Context: an optimization exercise on an open-source flow, tuned for small area. The choices shown serve that exercise and are no tape-out recipe.
In this exercise RTL edits were held to simulation tests only and were not proved equivalent to the original.

==> inputs of job 6301 <==
## snake_top
module snake_top(clk, rst, tick, start, pause, resume, stop, up, down, left, right,
                 sw, vgaRed, vgaGreen, vgaBlue, Hsync, Vsync);
==> flow/config.mk <==
export PLATFORM = sky130hd
export DESIGN_NAME = snake_top
export DESIGN_NICKNAME = snake_top
export VERILOG_FILES = /design/flow/design.v
export SDC_FILE = /design/flow/constraint.sdc
export NUM_CORES = 4
export LEC_CHECK = 0
export CAP_MARGIN = 20
export CORE_MARGIN = 2
export CORE_UTILIZATION = 40
export SLEW_MARGIN = 20
==> flow/constraint.sdc <==
create_clock -name core_clock -period 5.0 [get_ports {clk}]
set_input_delay 1.0000 -clock core_clock [delete_from_list [all_inputs] [get_ports {clk}]]
set_output_delay 1.0000 -clock core_clock [all_outputs]
set_load 0.01 [all_outputs]
run.sh (not shown) runs the stock make flow with config.mk's settings and CLKGATE_MAP_FILE= SYNTH_SCRIPT=/design/flow/synth_recipe.tcl, a recipe that flattens the netlist after the stock synthesis.
==> inputs of job 642, as changes to job 6301 <==
==> flow/design.v (replaced) <==
module colors(sw, c);
  input[7:0] sw;
  output[2:0] c;
  wire lo0 = ~|sw[3:0];
  wire hi0 = ~|sw[7:4];
  wire lo1 = (sw[0] ^ sw[1]) & ~(sw[2] | sw[3]) | (sw[2] ^ sw[3]) & ~(sw[0] | sw[1]);
  wire hi1 = (sw[4] ^ sw[5]) & ~(sw[6] | sw[7]) | (sw[6] ^ sw[7]) & ~(sw[4] | sw[5]);
  wire oh = lo1 & hi0 | hi1 & lo0;    
  assign c[2] = oh & (sw[2] | sw[5] | sw[6] | sw[7]);    
  assign c[1] = oh & (sw[1] | sw[4] | sw[6] | sw[7]);    
  assign c[0] = oh & (sw[1] | sw[3] | sw[5] | sw[7]);    
endmodule
module vga_ctlr(clk, rst, hit, bg, R, G, B, hSync, vSync, hq, hr, vq, vr);
  input clk, rst;
  input hit;           
  input[2:0] bg;       
  output[3:0] R, G, B;
  output hSync, vSync;
  output reg[6:0] hq;
  output reg[3:0] hr;
  output reg[5:0] vq;
  output reg[3:0] vr;
  reg[2:0] c;          
  function [6:0] inc7(input [6:0] a);
    integer i; reg cy;
    begin
      cy = 1'b1;
      for (i = 0; i < 7; i = i + 1) begin
        inc7[i] = a[i] ^ cy;
        cy = a[i] & cy;
      end
    end
  endfunction
  wire hr9 = hr[3] & hr[0];
  wire hend = hr9 & hq[6] & (&hq[3:0]);             
  wire vr9 = vr[3] & vr[0];
  wire vend = vq[5] & vq[4] & vq[2] & vr[2];        
  wire[6:0] hq1 = inc7(hq);
  wire[6:0] vq1 = inc7({1'b0, vq});
  wire[6:0] hr1 = inc7({3'b0, hr});
  wire[6:0] vr1 = inc7({3'b0, vr});
  always@(posedge clk) begin
    if(rst) begin
      hr <= 0; hq <= 0; vr <= 0; vq <= 0;
    end else begin
      if(hr9) begin
        hr <= 0;
        hq <= hend ? 7'd0 : hq1;
      end else
        hr <= hr1[3:0];
      if(hend) begin
        if(vend) begin
          vr <= 0; vq <= 0;
        end else if(vr9) begin
          vr <= 0; vq <= vq1[5:0];
        end else
          vr <= vr1[3:0];
      end
    end
  end
  wire hvis = ~hq[6] & ~(&hq[5:0] & hr9) | hend;
  wire vvis = ~(vq[5] & vq[4]) & ~(&vq[3:0] & ~vq[4] & vq[5] & vr9) | ((hq == 7'd52) & (hr == 4'd4));
  always@(posedge clk) begin
    if(rst | ~(hvis & vvis))
      c <= 0;
    else if(hit)
      c <= 3'b010;
    else
      c <= bg;
  end
  wire g = c[2], a = c[1], b = c[0];
  wire r4 = a | (g & b);
  wire g3 = g & a;
  wire g1 = g & (a | b);
  wire b4 = b & (~g | a);
  assign R = {4{r4}};
  assign G = {g3, g, g1, g3};
  assign B = {4{b4}};
  assign hSync = ~(((hq == 7'd65) & hr9) | ((hq > 7'd65) & (hq < 7'd75)) |
                   ((hq == 7'd75) & (hr <= 4'd5)));
  wire h0 = (hq == 7'd0) & (hr == 4'd0);
  assign vSync = ~((vq == 6'd49) & (h0 ? (vr == 4'd3) : (vr == 4'd2)));
endmodule
module snake_ctlr(start, pause, resume, stop, u, d, l, r, clk, rst, tick,
                  hq, hr, vq, vr, hit);
  input start, pause, resume, stop, u, d, l, r, clk, rst, tick;
  input[6:0] hq;
  input[3:0] hr;
  input[5:0] vq;
  input[3:0] vr;
  output hit;
  localparam[1:0] RT = 2'b00, LF = 2'b01, UP = 2'b10, DN = 2'b11;
  localparam[2:0] M_RUN = 3'd0, M_PAUSED = 3'd1, M_OVER = 3'd2, M_RESTART = 3'd3,
                  M_STOPPED = 3'd4;
  reg[2:0] mode;
  wire stopped = mode[2];
  reg[1:0] frameCtr;
  reg[1:0] dir;            
  reg[6:0] hxn;            
  reg[5:0] hyn;            
  reg[1:0] md1, md2, md3, md4;   
  function [6:0] step7(input [6:0] a, input s);
    integer i; reg cy;
    begin
      cy = 1'b1;
      for (i = 0; i < 7; i = i + 1) begin
        step7[i] = a[i] ^ cy;
        cy = cy & (a[i] ^ s);
      end
    end
  endfunction
  function [6:0] add7(input [6:0] a, input [6:0] b);
    integer i; reg cy;
    begin
      cy = 1'b0;
      for (i = 0; i < 7; i = i + 1) begin
        add7[i] = a[i] ^ b[i] ^ cy;
        cy = (a[i] & b[i]) | (a[i] & cy) | (b[i] & cy);
      end
    end
  endfunction
  function [3:0] add4(input [3:0] a, input [3:0] b);
    integer i; reg cy;
    begin
      cy = 1'b0;
      for (i = 0; i < 4; i = i + 1) begin
        add4[i] = a[i] ^ b[i] ^ cy;
        cy = (a[i] & b[i]) | (a[i] & cy) | (b[i] & cy);
      end
    end
  endfunction
  wire out = (~hxn[6] & hxn[0]) | (~hyn[5] & ~hyn[4] & hyn[0]);
  reg[1:0] ndir;
  always@(*) begin
    ndir = dir;
    if(u && (dir != DN)) ndir = UP;
    if(r && (dir != LF)) ndir = RT;
    if(l && (dir != RT)) ndir = LF;
    if(d && (dir != UP)) ndir = DN;
  end
  wire[6:0] hxs = step7(hxn, dir == RT);
  wire[6:0] hys = step7({1'b0, hyn}, dir == DN);
  always@(posedge clk) begin
    if(rst) begin
      frameCtr <= 0;
      mode <= M_STOPPED;
      hxn <= 7'd124; hyn <= 6'd0;
      md1 <= RT; md2 <= RT; md3 <= RT; md4 <= RT;
    end else if(tick) begin
      frameCtr <= {frameCtr[1] ^ frameCtr[0], ~frameCtr[0]};
      case(mode)
        M_PAUSED: if(resume) mode <= M_RUN;
        M_OVER, M_STOPPED: if(start) mode <= M_RESTART;
        M_RESTART: begin
          dir <= RT;
          hxn <= 7'd124; hyn <= 6'd0;
          md1 <= RT; md2 <= RT; md3 <= RT; md4 <= RT;
          mode <= M_RUN;
        end
        default: begin
          if(start) mode <= M_RESTART;
          else if(stop) mode <= M_STOPPED;
          else if(pause) mode <= M_PAUSED;
          else if(out) mode <= M_OVER;
          else begin
            dir <= ndir;
            if(frameCtr == 2'd0) begin
              if(dir[1]) hyn <= hys[5:0];
              else hxn <= hxs;
              md1 <= dir; md2 <= md1; md3 <= md2; md4 <= md3;
            end
          end
        end
      endcase
    end
  end
  function [3:0] ox(input[1:0] m);
    ox = (m == RT) ? 4'hF : (m == LF) ? 4'h1 : 4'h0;
  endfunction
  function [3:0] oy(input[1:0] m);
    oy = (m == DN) ? 4'hF : (m == UP) ? 4'h1 : 4'h0;
  endfunction
  wire[3:0] cx1 = ox(md1), cy1 = oy(md1);
  wire[3:0] cx2 = add4(cx1, ox(md2)), cy2 = add4(cy1, oy(md2));
  wire[3:0] cx3 = add4(cx2, ox(md3)), cy3 = add4(cy2, oy(md3));
  wire[3:0] cx4 = add4(cx3, ox(md4)), cy4 = add4(cy3, oy(md4));
  wire[6:0] dx = add7(hq, hxn);
  wire[6:0] dy = add7({1'b0, vq}, {1'b0, hyn});
  wire near = ((dx[6:3] == 4'h0) | (dx[6:3] == 4'hF)) & ((dy[5:3] == 3'h0) | (dy[5:3] == 3'h7));
  wire on = ((dx[3:0] == 4'h0) & (dy[3:0] == 4'h0)) |
            ((dx[3:0] == cx1) & (dy[3:0] == cy1)) |
            ((dx[3:0] == cx2) & (dy[3:0] == cy2)) |
            ((dx[3:0] == cx3) & (dy[3:0] == cy3)) |
            ((dx[3:0] == cx4) & (dy[3:0] == cy4));
  assign hit = ~stopped & ~hq[6] & ~(vq[5] & vq[4]) & (hr != 4'd0) & (vr != 4'd0) & near & on;
endmodule
module snake_top(clk, rst, tick, start, pause, resume, stop, up, down, left, right,
                 sw, vgaRed, vgaGreen, vgaBlue, Hsync, Vsync);
  input clk, rst, tick;
  input start, pause, resume, stop, up, down, left, right;
  input[7:0] sw;
  output[3:0] vgaRed, vgaGreen, vgaBlue;
  output Hsync, Vsync;
  wire[6:0] hq;
  wire[3:0] hr;
  wire[5:0] vq;
  wire[3:0] vr;
  wire hit;
  wire[2:0] bg;
  vga_ctlr top_vga_ctlr(clk, rst, hit, bg, vgaRed, vgaGreen, vgaBlue, Hsync, Vsync,
                        hq, hr, vq, vr);
  snake_ctlr top_snake_ctlr(start, pause, resume, stop, up, down, left, right,
                            clk, rst, tick, hq, hr, vq, vr, hit);
  colors bg_color(sw, bg);
endmodule
==> flow/flow/run.sh (new file) <==
#!/bin/bash
# Own layout flow: the standard flow (standard.sh) with three changes.
#  1. Synthesis maps the logic for area: the abc call of the standard
#     synthesis script runs flow/abc_area.script instead of ORFS's script.
#     Everything else in synthesis (registers, flattening, renaming) is the
#     standard script, unchanged.
#  2. Full and half adder cells are not used, so the adder extraction step
#     leaves adders to abc as plain logic.
#  3. Ports are buffered with sky130_fd_sc_hd__buf_1.
# Each tool's log is in orfs/logs/; this script's own output is in run.log.
set -euo pipefail
W=$(pwd)
exec > >(tee -a "$W/run.log") 2>&1

# 1. synthesis script: the standard one, with abc's script replaced
{
  head -1 synth_recipe.tcl
  cat <<EOT
proc abc {args} {
  set i [lsearch -exact \$args -script]
  if { \$i >= 0 } { set args [lreplace \$args [expr {\$i + 1}] [expr {\$i + 1}] $W/flow/abc_area.script] }
  yosys abc {*}\$args
}
EOT
  tail -n +2 synth_recipe.tcl
} > own_synth.tcl

# 2. no adder cells (the platform's own list is appended to this one)
cat >> config.mk <<EOT
export DONT_USE_CELLS = sky130_fd_sc_hd__fa_1 sky130_fd_sc_hd__fa_2 sky130_fd_sc_hd__fa_4 sky130_fd_sc_hd__ha_1 sky130_fd_sc_hd__ha_2 sky130_fd_sc_hd__ha_4
EOT

# 3. port buffers
export BUFFER_PORTS_ARGS="-buffer_cell sky130_fd_sc_hd__buf_1"

bash standard.sh SYNTH_SCRIPT="$W/own_synth.tcl" finish > standard.log 2>&1
grep -c "abc_area.script" orfs/logs/*/*/*/1_2_yosys.log || true
==> flow/flow/abc_area.script (new file) <==
strash
&get -n
&deepsyn -T 20
&put
dch -f
amap
topo
==> flow/standard.sh (new file) <==
#!/bin/bash
# synth_recipe.tcl (not shown) runs the flow's synth.tcl, then flattens the netlist and writes it again
# the make line also repeats each setting of config.mk as NAME=value (left out here)
make -C /OpenROAD-flow-scripts/flow DESIGN_CONFIG=/design/flow/config.mk WORK_HOME=/design/flow/orfs CLKGATE_MAP_FILE= SYNTH_SCRIPT=/design/flow/synth_recipe.tcl "${@:-finish}"
- ABC_AREA: default -> 1
- CTS_BUF_LIST: default -> sky130_fd_sc_hd__clkbuf_8
- DONT_USE_CELLS: default -> sky130_fd_sc_hd__fa_1 sky130_fd_sc_hd__fa_2 sky130_fd_sc_hd__fa_4 sky130_fd_sc_hd__ha_1 sky130_fd_sc_hd__ha_2 sky130_fd_sc_hd__ha_4
removed: flow/run.sh
==> qor summary <==
Area share of and/or/nand/nor cells after synthesis: job 642 0.2814; job 6301 0.2297
Met1 Wirelength: job 642 4059 um; job 6301 4866 um
Initial standard-cell utilization of the core: job 642 0.4077; job 6301 0.4051
Tapcells: job 642 105; job 6301 147
Met1 GRT Util: job 642 0.2646; job 6301 0.2141
Multi-input gate share of the layout cell area: job 642 0.5205; job 6301 0.6364
Status: job 642 finished clean; job 6301 finished clean
Reg-to-reg slack, setup: job 642 1.11 ns; job 6301 1.34 ns
Post-synthesis cell count: job 642 498; job 6301 607
Global router's overall resource usage: job 642 0.1874; job 6301 0.1671
Data-path buffer share of cell area in the final layout: job 642 0.03544; job 6301 0.06194
Clock slew at the register clock pins of the worst setup and hold paths: job 642 0.09 ns; job 6301 0.07 ns
Iteration count of the initial detailed-routing pass: job 642 5; job 6301 4
FF/Latch Area: job 642 1061 sq um; job 6301 1081 sq um
Share of the synthesized area in the top cell type: job 642 0.3034; job 6301 0.2250

what the ideal ports hide:
No port has a modelled driver above. Below, the same layouts with a new extraction and two added sets of constraints. Step 1 assumes that a clkbuf_16 drives the clock port and a buf_2 every other input. Step 2 adds t to the input delays and takes it off the output delays; t is the mean of the earliest and latest rising clock arrival at the registers after step 1. Input paths then give back, and output paths get back, about the clock's delay inside the block. a / b / c = ideal / step 1 / step 2; a / b = the first two.
| run | t, ns | setup WS [ns] | worst register clock-pin slew, ns | worst data-port slew with drivers (ns) |
|---|---|---|---|---|
| job 6301 | 0.327 | 1.343 / 1.343 / 1.343 | 0.07 / 0.07 | 0.03 |
| job 642 | 0.327 | 0.889 / 0.896 / 0.570 | 0.10 / 0.10 | 0.03 |
After both steps setup and hold are still met in every run listed. The setup slack of job 642, which loses most, moves by +0.007 ns with the drivers and by -0.319 ns with both steps.
